Context: an optimization exercise on an open-source flow, tuned for small area. The choices shown serve that exercise and are no tape-out recipe. RTL that was checked went through simulation tests only; none was proved equivalent to the original. The clock input has no modelled driver; a real chip could not lean on it and would need a root buffer or a full tree.

==> run A <==
==> flow/design.v <==
module timer #(
    parameter timerBaseAddr = 0,
    parameter timerbits = 16,
    parameter addrWidth = 32
) (
    input sel,
    enable,
    reset,
    clk,
    write,
    input logic [addrWidth-1:0] addr,
    input logic [timerbits-1:0] wdata,
    output logic [timerbits-1:0] rdata,
    output logic ready,
    slverr
);
  logic [1:0] apb_state;
  logic [timerbits-1:0] current_value;
  logic [timerbits-1:0] max_value;
  logic pause;
  logic running;    
  logic complete;   
  wire [addrWidth-1:0] offs = addr - timerBaseAddr;
  wire in_range = (offs[addrWidth-1:2] == 0) && !(offs[1] && offs[0]);
  wire a_goal = offs[0];   
  wire a_curr = offs[1];   
  wire a_stat = !offs[1] && !offs[0];
  wire se = sel && enable;
  wire is_write = apb_state == 2'b10;
  wire is_read = apb_state == 2'b11;
  wire wr_cycle = reset && in_range && is_write && se;
  wire rd_cycle = reset && in_range && is_read && se;
  wire wr_stat = wr_cycle && a_stat;
  wire wr_goal = wr_cycle && a_goal;
  wire equal = current_value == max_value;
  wire goal_keep = reset && !wr_goal;
  wire [timerbits-1:0] goal_next = ({timerbits{wr_goal}} & wdata) |
                                   ({timerbits{goal_keep}} & max_value);
  wire cnt_keep = reset && !(wr_stat && !wdata[0]);
  wire [timerbits-1:0] carry;
  assign carry[0] = running && !pause;
  genvar i;
  generate
    for (i = 1; i < timerbits; i = i + 1) begin : g_carry
      assign carry[i] = carry[i-1] && current_value[i-1];
    end
  endgenerate
  wire [timerbits-1:0] cnt_next = {timerbits{cnt_keep}} & (current_value ^ carry);
  wire stat_keep = reset && !wr_stat;
  wire pause_next = (wr_stat && wdata[1]) || (stat_keep && pause);
  wire running_next = (wr_stat && wdata[0]) || (stat_keep && running && !equal);
  wire complete_next = stat_keep && (complete || (running && equal));
  wire bus_keep = reset && !in_range;
  wire bus_step = reset && in_range;
  logic [1:0] apb_next;
  always_comb begin
    case (apb_state)
      2'b00: apb_next = sel ? 2'b01 : 2'b00;
      2'b01: apb_next = se ? (write ? 2'b10 : 2'b11) : 2'b01;
      default: apb_next = se ? apb_state : 2'b00;
    endcase
    apb_next = ({2{bus_step}} & apb_next) | ({2{bus_keep}} & apb_state);
  end
  wire ready_next = (bus_step && apb_state[1]) || (bus_keep && ready);
  wire slverr_next = (bus_step && is_write && (slverr || (se && a_curr))) ||
                     (bus_keep && slverr);
  wire rd_keep = bus_keep || (bus_step && is_read && !se);
  wire rd_goal = rd_cycle && a_goal;
  wire rd_curr = rd_cycle && a_curr;
  wire rd_stat = rd_cycle && a_stat;
  wire [3:0] status = {complete, running, pause, running | complete};
  wire [timerbits-1:0] rdata_next = ({timerbits{rd_goal}} & max_value) |
                                    ({timerbits{rd_curr}} & current_value) |
                                    ({timerbits{rd_stat}} & {{(timerbits-4){1'b0}}, status}) |
                                    ({timerbits{rd_keep}} & rdata);
  always @(posedge clk) begin
    apb_state <= apb_next;
    current_value <= cnt_next;
    max_value <= goal_next;
    pause <= pause_next;
    running <= running_next;
    complete <= complete_next;
    rdata <= rdata_next;
    ready <= ready_next;
    slverr <= slverr_next;
  end
endmodule
==> flow/flow/run.sh <==
#!/bin/bash
# Layout flow: the standard flow (standard.sh) with three changes:
#  - synthesis is ORFS's synthesis script with an area-oriented ABC script
#    (flow/area.abc) and without the half-adder extraction step;
#  - the ports are buffered with the smallest buffer (buf_1);
#  - CTS uses small clock buffers and no dummy loads.
# Each tool's full output is in the ORFS logs under orfs/logs/, and make's in
# the *.log files here.
set -euo pipefail
HERE=$(pwd)
FLOWDIR=$HERE/flow

# Synthesis script: ORFS's synth.tcl with ABC running flow/area.abc.
sed "s|  log_cmd abc {\*}\$abc_args|  set abc_args [lreplace \$abc_args 1 1 $FLOWDIR/area.abc]\n  log_cmd abc {*}\$abc_args|" \
  "$FLOW_HOME/scripts/synth.tcl" > "$HERE/area_synth.tcl"
grep -q "area.abc" "$HERE/area_synth.tcl"
sed "s|source \$::env(SCRIPTS_DIR)/synth.tcl|source $HERE/area_synth.tcl|" \
  "$HERE/synth_recipe.tcl" > "$HERE/area_synth_recipe.tcl"
grep -q "area_synth.tcl" "$HERE/area_synth_recipe.tcl"

# standard.sh with that synthesis script and no adder mapping.
sed -e "s|SYNTH_SCRIPT=[^ ]*|SYNTH_SCRIPT=$HERE/area_synth_recipe.tcl ADDER_MAP_FILE=|" \
  "$HERE/standard.sh" > "$HERE/area_standard.sh"
grep -q "area_synth_recipe.tcl" "$HERE/area_standard.sh"

export BUFFER_PORTS_ARGS="-buffer_cell sky130_fd_sc_hd__buf_1"
export CTS_ARGS="-sink_clustering_enable -repair_clock_nets -dont_use_dummy_load -sink_clustering_size 60 -sink_clustering_max_diameter 500 -buf_list {sky130_fd_sc_hd__clkbuf_8}"

bash "$HERE/area_standard.sh" > "$HERE/flow_make.log" 2>&1
==> flow/flow/area.abc <==
strash
dch -f
amap
strash
dch -f
amap
topo
==> flow/standard.sh <==
#!/bin/bash
# synth_recipe.tcl (not shown) runs the flow's synth.tcl, then flattens the netlist and writes it again
# the make line also repeats each setting of config.mk as NAME=value (left out here)
make -C /OpenROAD-flow-scripts/flow DESIGN_CONFIG=/design/flow/config.mk WORK_HOME=/design/flow/orfs CLKGATE_MAP_FILE= SYNTH_SCRIPT=/design/flow/synth_recipe.tcl "${@:-finish}"
==> flow/config.mk <==
export PLATFORM = sky130hd
export DESIGN_NAME = timer
export DESIGN_NICKNAME = timer
export VERILOG_FILES = /design/flow/design.v
export SDC_FILE = /design/flow/constraint.sdc
export NUM_CORES = 4
export LEC_CHECK = 0
export CAP_MARGIN = 20
export CORE_MARGIN = 2
export CORE_UTILIZATION = 40
export SLEW_MARGIN = 20
==> flow/constraint.sdc <==
create_clock -name core_clock -period 4.0 [get_ports {clk}]
set_input_delay 0.8000 -clock core_clock [delete_from_list [all_inputs] [get_ports {clk}]]
set_output_delay 0.8000 -clock core_clock [all_outputs]
set_load 0.01 [all_outputs]
==> inputs of run C, as changes to run A <==
--- a/flow/design.v
+++ b/flow/design.v
@@ -17,5 +17,6 @@
   logic [1:0] apb_state;
   logic [timerbits-1:0] current_value;
-  logic [timerbits-1:0] max_value;
+  logic [timerbits-1:0] max_value_n;   
+  wire [timerbits-1:0] max_value = ~max_value_n;
   logic pause;
   logic running;    
@@ -35,6 +36,6 @@
   wire equal = current_value == max_value;
   wire goal_keep = reset && !wr_goal;
-  wire [timerbits-1:0] goal_next = ({timerbits{wr_goal}} & wdata) |
-                                   ({timerbits{goal_keep}} & max_value);
+  wire [timerbits-1:0] goal_next_n = ~(({timerbits{wr_goal}} & wdata) |
+                                   ({timerbits{goal_keep}} & max_value));
   wire cnt_keep = reset && !(wr_stat && !wdata[0]);
   wire [timerbits-1:0] carry;
@@ -77,5 +78,5 @@
     apb_state <= apb_next;
     current_value <= cnt_next;
-    max_value <= goal_next;
+    max_value_n <= goal_next_n;
     pause <= pause_next;
     running <= running_next;
--- a/flow/flow/run.sh
+++ b/flow/flow/run.sh
@@ -4,5 +4,6 @@
 #    (flow/area.abc) and without the half-adder extraction step;
 #  - the ports are buffered with the smallest buffer (buf_1);
-#  - CTS uses small clock buffers and no dummy loads.
+#  - the clock is buffered by flow/cts_hook.tcl (three clkbuf_8, each driving
+#    a nearby group of flip-flops) instead of TritonCTS.
 # Each tool's full output is in the ORFS logs under orfs/logs/, and make's in
 # the *.log files here.
@@ -25,5 +26,5 @@
 
 export BUFFER_PORTS_ARGS="-buffer_cell sky130_fd_sc_hd__buf_1"
-export CTS_ARGS="-sink_clustering_enable -repair_clock_nets -dont_use_dummy_load -sink_clustering_size 60 -sink_clustering_max_diameter 500 -buf_list {sky130_fd_sc_hd__clkbuf_8}"
+export PRE_CTS_TCL="$FLOWDIR/cts_hook.tcl"
 
 bash "$HERE/area_standard.sh" > "$HERE/flow_make.log" 2>&1
==> flow/flow/clkbuf.tcl (new file) <==
# Manual clock buffering: split the flip-flops on net clk into CLKB_N groups by
# k-means on their placed locations, and drive each group from its own
# CLKB_CELL buffer placed at the group's centre; the buffers' inputs are on clk.
proc manual_clock_buffers {n cell} {
  set db [ord::get_db]; set block [[$db getChip] getBlock]
  set net [$block findNet clk]
  set pts {}
  foreach it [$net getITerms] {
    set loc [[$it getInst] getLocation]
    lappend pts [list [lindex $loc 0] [lindex $loc 1] $it]
  }
  set pts [lsort -integer -index 0 $pts]
  set m [llength $pts]
  # initial centres: evenly spaced in x order
  set cs {}
  for {set g 0} {$g < $n} {incr g} {
    set e [lindex $pts [expr {int(($g + 0.5) * $m / $n)}]]
    lappend cs [list [lindex $e 0] [lindex $e 1]]
  }
  set cap [expr {int(ceil(double($m) / $n))}]
  for {set iter 0} {$iter < 30} {incr iter} {
    # balanced assignment: greedy by distance, each group at most cap sinks
    set pairs {}
    set i 0
    foreach p $pts {
      set g 0
      foreach c $cs {
        set d [expr {abs([lindex $p 0] - [lindex $c 0]) + abs([lindex $p 1] - [lindex $c 1])}]
        lappend pairs [list $d $i $g]
        incr g
      }
      incr i
    }
    set pairs [lsort -integer -index 0 $pairs]
    set asg [lrepeat $m -1]; set cnt [lrepeat $n 0]
    foreach pr $pairs {
      lassign $pr d i g
      if {[lindex $asg $i] >= 0} continue
      if {[lindex $cnt $g] >= $cap} continue
      lset asg $i $g; lset cnt $g [expr {[lindex $cnt $g] + 1}]
    }
    set ncs {}
    for {set g 0} {$g < $n} {incr g} {
      set sx 0; set sy 0; set k 0
      for {set i 0} {$i < $m} {incr i} {
        if {[lindex $asg $i] == $g} { set p [lindex $pts $i]; incr sx [lindex $p 0]; incr sy [lindex $p 1]; incr k }
      }
      if {$k > 0} { lappend ncs [list [expr {$sx / $k}] [expr {$sy / $k}]] } else { lappend ncs [lindex $cs $g] }
    }
    set cs $ncs
  }
  set master [$db findMaster $cell]
  for {set g 0} {$g < $n} {incr g} {
    set inst [odb::dbInst_create $block $master clkbuf_manual_$g]
    set nn [odb::dbNet_create $block clk_manual_$g]
    $nn setSigType CLOCK
    for {set i 0} {$i < $m} {incr i} {
      if {[lindex $asg $i] == $g} { set it [lindex [lindex $pts $i] 2]; $it disconnect; $it connect $nn }
    }
    [$inst findITerm A] connect $net
    [$inst findITerm X] connect $nn
    $inst setLocation [lindex [lindex $cs $g] 0] [lindex [lindex $cs $g] 1]
    $inst setPlacementStatus PLACED
    $inst setSourceType TIMING
  }
}
==> flow/flow/cts_hook.tcl (new file) <==
# PRE_CTS hook: buffer the clock by hand instead of TritonCTS. The clock port
# drives a few clock buffers; each drives a nearby group of flip-flops.
source [file join [file dirname [info script]] clkbuf.tcl]
manual_clock_buffers 3 sky130_fd_sc_hd__clkbuf_8
set_propagated_clock [all_clocks]
proc clock_tree_synthesis {args} {
  puts "clock_tree_synthesis skipped: the clock was buffered by cts_hook.tcl"
}
- CAP_MARGIN: 20 -> 0
- GPL_TIMING_DRIVEN: not set -> 0
- SLEW_MARGIN: 20 -> 0
==> inputs of run B, as changes to run A <==
==> flow/flow/run.sh (replaced) <==
#!/bin/bash
# Standard layout, but with the smallest buffer on the ports.
export BUFFER_PORTS_ARGS="-buffer_cell sky130_fd_sc_hd__buf_1"
bash standard.sh > standard.log 2>&1
removed: flow/flow/area.abc
==> results.json <==
{
  "synthCells": 268,
  "worst_slew_pin_slew_ps": 694,
  "cp_max_fo": 3,
  "synth.distinct_cells": 21,
  "vias_per_cell": 5.10,
  "path_class": "reg -> reg",
  "place_congestion": 0.802,
  "outcome": "timing/DRC/antenna clean",
  "power_frac_seq_pct": 63.4,
  "placed_cell_area_um2": 2540,
  "drt_iter0_drc": 102,
  "dieWidth_um": 77.7
}
# the run above: run A

==> results.json <==
{
  "outcome": "timing/DRC/antenna clean",
  "yosys_register_bits": 55,
  "vias_per_cell": 5.00,
  "p_seq_w": 0.000547,
  "drt_iter0_drc": 78,
  "pre_cts_ws_ps": 374,
  "synthCells": 256,
  "synth.distinct_cells": 34,
  "cp.required_ps": 4210,
  "power_frac_seq_pct": 59.5,
  "place_congestion": 0.745
}
# the run above: run B

==> results.json <==
{
  "outcome": "timing/DRC/antenna clean",
  "place_congestion": 0.749,
  "worst_slew_pin_slew_ps": 751,
  "dieWidth_um": 77.1,
  "cp_max_fo": 10,
  "placed_cell_area_um2": 2520,
  "drt_iter0_drc": 100,
  "vias_per_cell": 5.18,
  "power_frac_seq_pct": 69.0,
  "synthCells": 257
}
# the run above: run C

Function not checked in run A and run B: the RTL went through the layout flow alone. The clock cells of run C come from the design's own scripts or RTL, not from TritonCTS.

[re-timing with driven ports]
No port has a modelled driver above. Below, the same layouts with a new extraction and two added sets of constraints.
Step 1 assumes that a clkbuf_16 drives the clock port and a buf_2 every other input.
Step 2 times the ports against the registers' clock, not the clock port: input delays grow and output delays shrink by t, the midpoint of the rising clock arrivals with the driver on.
Three values: ideal ports, drivers, drivers and shift; two values: the first two.
run	t, ns	setup WS [ns]	worst register clock-pin slew, ns	worst data-port slew with drivers (ns)
run A	0.328	0.989 / 0.989 / 0.826	0.09 / 0.09	0.04
run C	0.206	0.730 / 0.754 / 0.548	0.11 / 0.11	0.03
run B	0.330	0.372 / 0.372 / 0.372	0.10 / 0.10	0.03
After both steps setup and hold are still met in every run listed. For run C, which loses most, drivers alone change the setup slack by +0.024 ns; drivers and shift together by -0.182 ns.
